From an optimization exercise on the open Yosys and OpenROAD flow, aimed at small area; shortcuts taken in it are not production practice. Function was checked by simulation only, so behaviour that the tests miss may differ from the original. The flow treats the clock pin as an ideal source, which a real chip does not have. Power is estimated from default activity; no workload was simulated.

Setup of v20:
## main
module main(
	input CLK,
	input rst,
	input T19,
	output T20,
	output LD0,
	output LD1,
	output LD2,
	output LD3,
	output LD4,
	output LD5,
	output LD6,
	output LD7
);
export LEC_CHECK = 0
export CAP_MARGIN = 20
export CORE_MARGIN = 2
export CORE_UTILIZATION = 60
export SLEW_MARGIN = 20
create_clock -name core_clock -period 10.0 [get_ports {CLK}]
standard.sh (not shown) runs the stock make flow with config.mk's settings and CLKGATE_MAP_FILE= SYNTH_SCRIPT=/design/flow/synth_recipe.tcl, a recipe that flattens the netlist after the stock synthesis.
==> flow/flow/run.sh <==
#!/bin/bash
# Own layout flow: the standard ORFS flow (standard.sh) with
#  - the standard synthesis, whose combinational logic is then re-mapped
#    for area by yosys/abc (flip-flops untouched),
#  - 1x buffers on the ports,
#  - a clock tree of clkbuf_8 without dummy loads, whose buffers are then
#    downsized where the flip-flops' clock slew stays low (clk_downsize.tcl).
# Each tool's output goes to a log file in this folder.
set -euo pipefail
HERE=$(pwd)
LIB=$FLOW_HOME/platforms/sky130hd/lib/sky130_fd_sc_hd__tt_025C_1v80.lib
R=$HERE/orfs/results/$FLOW_PLATFORM/main/base
YOSYS=$FLOW_HOME/../tools/install/yosys/bin/yosys
[ -x "$YOSYS" ] || YOSYS=yosys
export BUFFER_PORTS_ARGS="-buffer_cell sky130_fd_sc_hd__buf_1"
export CTS_ARGS="-sink_clustering_enable -repair_clock_nets -dont_use_dummy_load -buf_list sky130_fd_sc_hd__clkbuf_8 -sink_clustering_size 16"

export POST_CTS_TCL=$HERE/flow/clk_downsize.tcl

bash standard.sh synth > synth.log 2>&1
python3 flow/libmodels.py "$LIB" > comb_models.v 2> libmodels.log
cp "$R/1_2_yosys.v" std_1_2_yosys.v
sed -e "s#@LIB@#$LIB#g" -e "s#@IN@#std_1_2_yosys.v#" -e "s#@OUT@#$R/1_2_yosys.v#" flow/resyn.ys > resyn.ys
"$YOSYS" -s resyn.ys > resyn.log 2>&1
rm -f "$R/1_synth.odb" "$R/1_synth.sdc"
bash standard.sh finish > flow.log 2>&1
==> flow/flow/clk_downsize.tcl <==
# Downsize the clock tree's buffers, one at a time, to the smallest of
# clkbuf_2 / clkbuf_4 / clkbuf_8 that keeps every flip-flop clock pin's
# slew (placement estimate) under my_clk_slew_limit.
proc my_worst_clk_slew {} {
  set worst 0
  foreach pin [get_pins -hierarchical */CLK] {
    set s [get_property $pin slew_max]
    if {$s > $worst} { set worst $s }
  }
  return $worst
}
set my_clk_slew_limit 0.105
estimate_parasitics -placement
foreach inst [get_cells clkbuf_*] {
  set orig [get_property $inst ref_name]
  foreach cand {sky130_fd_sc_hd__clkbuf_2 sky130_fd_sc_hd__clkbuf_4 sky130_fd_sc_hd__clkbuf_8} {
    if {$cand eq $orig} { break }
    replace_cell $inst $cand
    estimate_parasitics -placement
    if {[my_worst_clk_slew] <= $my_clk_slew_limit} { break }
    replace_cell $inst $orig
    estimate_parasitics -placement
  }
  puts "clock buffer [get_property $inst full_name]: $orig -> [get_property $inst ref_name]"
}
puts "worst clock pin slew [my_worst_clk_slew]"
==> flow/flow/resyn.ys <==
# Re-map the combinational logic of the standard synthesis for area.
# The flip-flops stay as they are (same instances, names and cell types).
read_verilog comb_models.v
read_liberty -lib -ignore_redef @LIB@
read_verilog @IN@
hierarchy -check -top main
flatten
techmap
opt -fast -full
abc -liberty @LIB@ -dont_use *lpflow* -dont_use *probe* -dont_use *clkbuf* -dont_use *dly* -dont_use *einv* -dont_use *ebuf* -dont_use *conb* -script +strash;&get,-n;&deepsyn,-J,50,-T,300;&put;&get,-n;&dch,-f;&nf,-p,-a,-C,32,-R,1000;&put;topo
read_liberty -lib -ignore_redef @LIB@
splitnets
opt_clean -purge
hilomap -singleton -hicell sky130_fd_sc_hd__conb_1 HI -locell sky130_fd_sc_hd__conb_1 LO
insbuf -buf sky130_fd_sc_hd__buf_1 A X
check -assert
tee -o resyn_stat.txt stat -liberty @LIB@
write_verilog -noattr -nohex -nodec @OUT@
Other scripts of this flow, unchanged in this note and not shown: flow/flow/libmodels.py
Changes in v13 relative to v20:
--- a/flow/flow/clk_downsize.tcl
+++ b/flow/flow/clk_downsize.tcl
@@ -12 +12 @@
-set my_clk_slew_limit 0.105
+set my_clk_slew_limit 0.110
--- a/flow/flow/resyn.ys
+++ b/flow/flow/resyn.ys
@@ -10 +10 @@
-abc -liberty @LIB@ -dont_use *lpflow* -dont_use *probe* -dont_use *clkbuf* -dont_use *dly* -dont_use *einv* -dont_use *ebuf* -dont_use *conb* -script +strash;&get,-n;&deepsyn,-J,50,-T,300;&put;&get,-n;&dch,-f;&nf,-p,-a,-C,32,-R,1000;&put;topo
+abc -liberty @LIB@ -dont_use *lpflow* -dont_use *probe* -dont_use *clkbuf* -dont_use *dly* -dont_use *einv* -dont_use *ebuf* -dont_use *conb* -script +strash;&get,-n;&deepsyn,-J,50,-T,300;&put;dch,-f;amap;topo
==> notes.md <==
Compare v20 and v13 | post-synthesis to final-layout area growth higher: v20
No stage failed in v13, and the final checks on the layout all came back clean.
Compared with v20, in v13 ratio of final minimum period to clock period down 2.5 points, final critical delay including setup and external delays down 0.25 ns, utilization down 0.54 points, total power down about 2.6%, insertion delay of the later-clocked pin in the worst-skew pair up 0.02 ns.
diff inputs: v13 => v5
--- a/flow/flow/run.sh
+++ b/flow/flow/run.sh
@@ -4 +4,2 @@
-#    for area by yosys/abc (flip-flops untouched),
+#    for area by yosys/abc (flip-flops untouched; the smallest of several
+#    abc runs is kept),
@@ -23,2 +24,27 @@
-sed -e "s#@LIB@#$LIB#g" -e "s#@IN@#std_1_2_yosys.v#" -e "s#@OUT@#$R/1_2_yosys.v#" flow/resyn.ys > resyn.ys
-"$YOSYS" -s resyn.ys > resyn.log 2>&1
+# Several abc runs (deepsyn seeds, two mappers); keep the smallest netlist.
+MAPS=("dch,-f;amap;topo" "&get,-n;&dch,-f;&nf,-p,-a,-C,32,-R,1000;&put;topo")
+runs=()
+for seed in 0 1 2 3; do
+  for m in 0 1; do
+    tag=s${seed}m${m}
+    sed -e "s#@LIB@#$LIB#g" -e "s#@IN@#std_1_2_yosys.v#" -e "s#@OUT@#resyn_$tag.v#" \
+        -e "s#resyn_stat.txt#resyn_stat_$tag.txt#" \
+        -e "s#@SCRIPT@#+strash;\&get,-n;\&deepsyn,-J,50,-S,$seed,-T,300;\&put;${MAPS[$m]}#" \
+        flow/resyn.ys > resyn_$tag.ys
+    runs+=($tag)
+  done
+done
+for tag in "${runs[@]}"; do
+  "$YOSYS" -s resyn_$tag.ys > resyn_$tag.log 2>&1 &
+  while [ "$(jobs -rp | wc -l)" -ge "${NUM_CORES:-4}" ]; do sleep 1; done
+done
+wait
+best=""; best_area=""
+for tag in "${runs[@]}"; do
+  [ -s resyn_$tag.v ] || continue
+  a=$(awk '/Chip area/ {print $NF}' resyn_stat_$tag.txt)
+  echo "$tag $a" >> resyn_areas.txt
+  if [ -z "$best" ] || awk -v a="$a" -v b="$best_area" 'BEGIN {exit !(a < b)}'; then best=$tag; best_area=$a; fi
+done
+echo "best $best $best_area" >> resyn_areas.txt
+cp resyn_$best.v "$R/1_2_yosys.v"
--- a/flow/flow/clk_downsize.tcl
+++ b/flow/flow/clk_downsize.tcl
@@ -12 +12 @@
-set my_clk_slew_limit 0.110
+set my_clk_slew_limit 0.105
--- a/flow/flow/resyn.ys
+++ b/flow/flow/resyn.ys
@@ -1 +1,2 @@
-# Re-map the combinational logic of the standard synthesis for area.
+# Re-map the combinational logic of the standard synthesis for area
+# (run.sh fills in the abc script, tries several and keeps the smallest).
@@ -10 +11 @@
-abc -liberty @LIB@ -dont_use *lpflow* -dont_use *probe* -dont_use *clkbuf* -dont_use *dly* -dont_use *einv* -dont_use *ebuf* -dont_use *conb* -script +strash;&get,-n;&deepsyn,-J,50,-T,300;&put;dch,-f;amap;topo
+abc -liberty @LIB@ -dont_use *lpflow* -dont_use *probe* -dont_use *clkbuf* -dont_use *dly* -dont_use *einv* -dont_use *ebuf* -dont_use *conb* -script @SCRIPT@
v5: power consumed by combinational cells about 0.5% below v13. Number of placed instances with taps included came out exactly the same in v13 and v5. In v5 the met3 demand-to-capacity share in global routing turned out 0.35 points higher than in v13. Hold slack of v13 is on par with v5. Status: total net switching power parity (v5, v13). Between v13 and v5, logic depth of the worst register-to-register path is lower for v13, v5 comes in above that. Diff v5..v13 | met2 track demand over resource | negligible.
Changes in v18 relative to v5:
# v5
export LEC_CHECK = 0
export CAP_MARGIN = 20
export CORE_MARGIN = 2
export CORE_UTILIZATION = 60
export SLEW_MARGIN = 20
create_clock -name core_clock -period 10.0 [get_ports {CLK}]
# v18
export LEC_CHECK = 0
export CAP_MARGIN = 20
export CORE_MARGIN = 2
export CORE_UTILIZATION = 72
export SLEW_MARGIN = 20
create_clock -name core_clock -period 10.0 [get_ports {CLK}]
--- a/flow/flow/run.sh
+++ b/flow/flow/run.sh
@@ -25 +25 @@
-MAPS=("dch,-f;amap;topo" "&get,-n;&dch,-f;&nf,-p,-a,-C,32,-R,1000;&put;topo")
+MAPS=("dch,-f;amap;topo" "\&get,-n;\&dch,-f;\&nf,-p,-a,-C,32,-R,1000;\&put;topo")
@@ -27 +27 @@
-for seed in 0 1 2 3; do
+for seed in 0 1 2 3 4 5; do
--- a/flow/flow/clk_downsize.tcl
+++ b/flow/flow/clk_downsize.tcl
@@ -12 +12 @@
-set my_clk_slew_limit 0.105
+set my_clk_slew_limit 0.110
Findings:
Going from v5 to v18, die area fell about 16%; pin count of the biggest net entering global routing increased by 24% relative to the old numbers; cell area after layout moved down.

-- re-timing with driven ports --
No port has a modelled driver above. Below, the same layouts with a new extraction and two added sets of constraints.
Step 1 (the two cells are an assumption about what drives the block):
set clk [get_ports {CLK}]
set_driving_cell -lib_cell sky130_fd_sc_hd__clkbuf_16 $clk
set_driving_cell -lib_cell sky130_fd_sc_hd__buf_2 [delete_from_list [all_inputs] $clk]
Step 2 also shifts input and output timing later by t, the mid clock arrival at the registers, as if the neighbouring blocks saw the same clock.
Three values: ideal, step 1, step 2; two values: the first two.
| run | shift t [ns] | setup WS [ns] | latest minus earliest clock arrival (ns) | worst data-port slew with drivers (ns) | pins driven straight from the clock port |
|---|---|---|---|---|---|
| v20 | 0.669 | 4.892 / 4.857 / 5.527 | 0.055 / 0.055 | 0.03 | 1 |
| v13 | 0.673 | 5.139 / 5.108 / 5.782 | 0.071 / 0.071 | 0.03 | 1 |
| v5 | 0.690 | 5.171 / 5.140 / 5.830 | 0.063 / 0.063 | 0.03 | 1 |
| v18 | 0.702 | 5.216 / 5.186 / 5.820 | 0.065 / 0.065 | 0.03 | 1 |
After both steps every run listed still meets setup and hold.
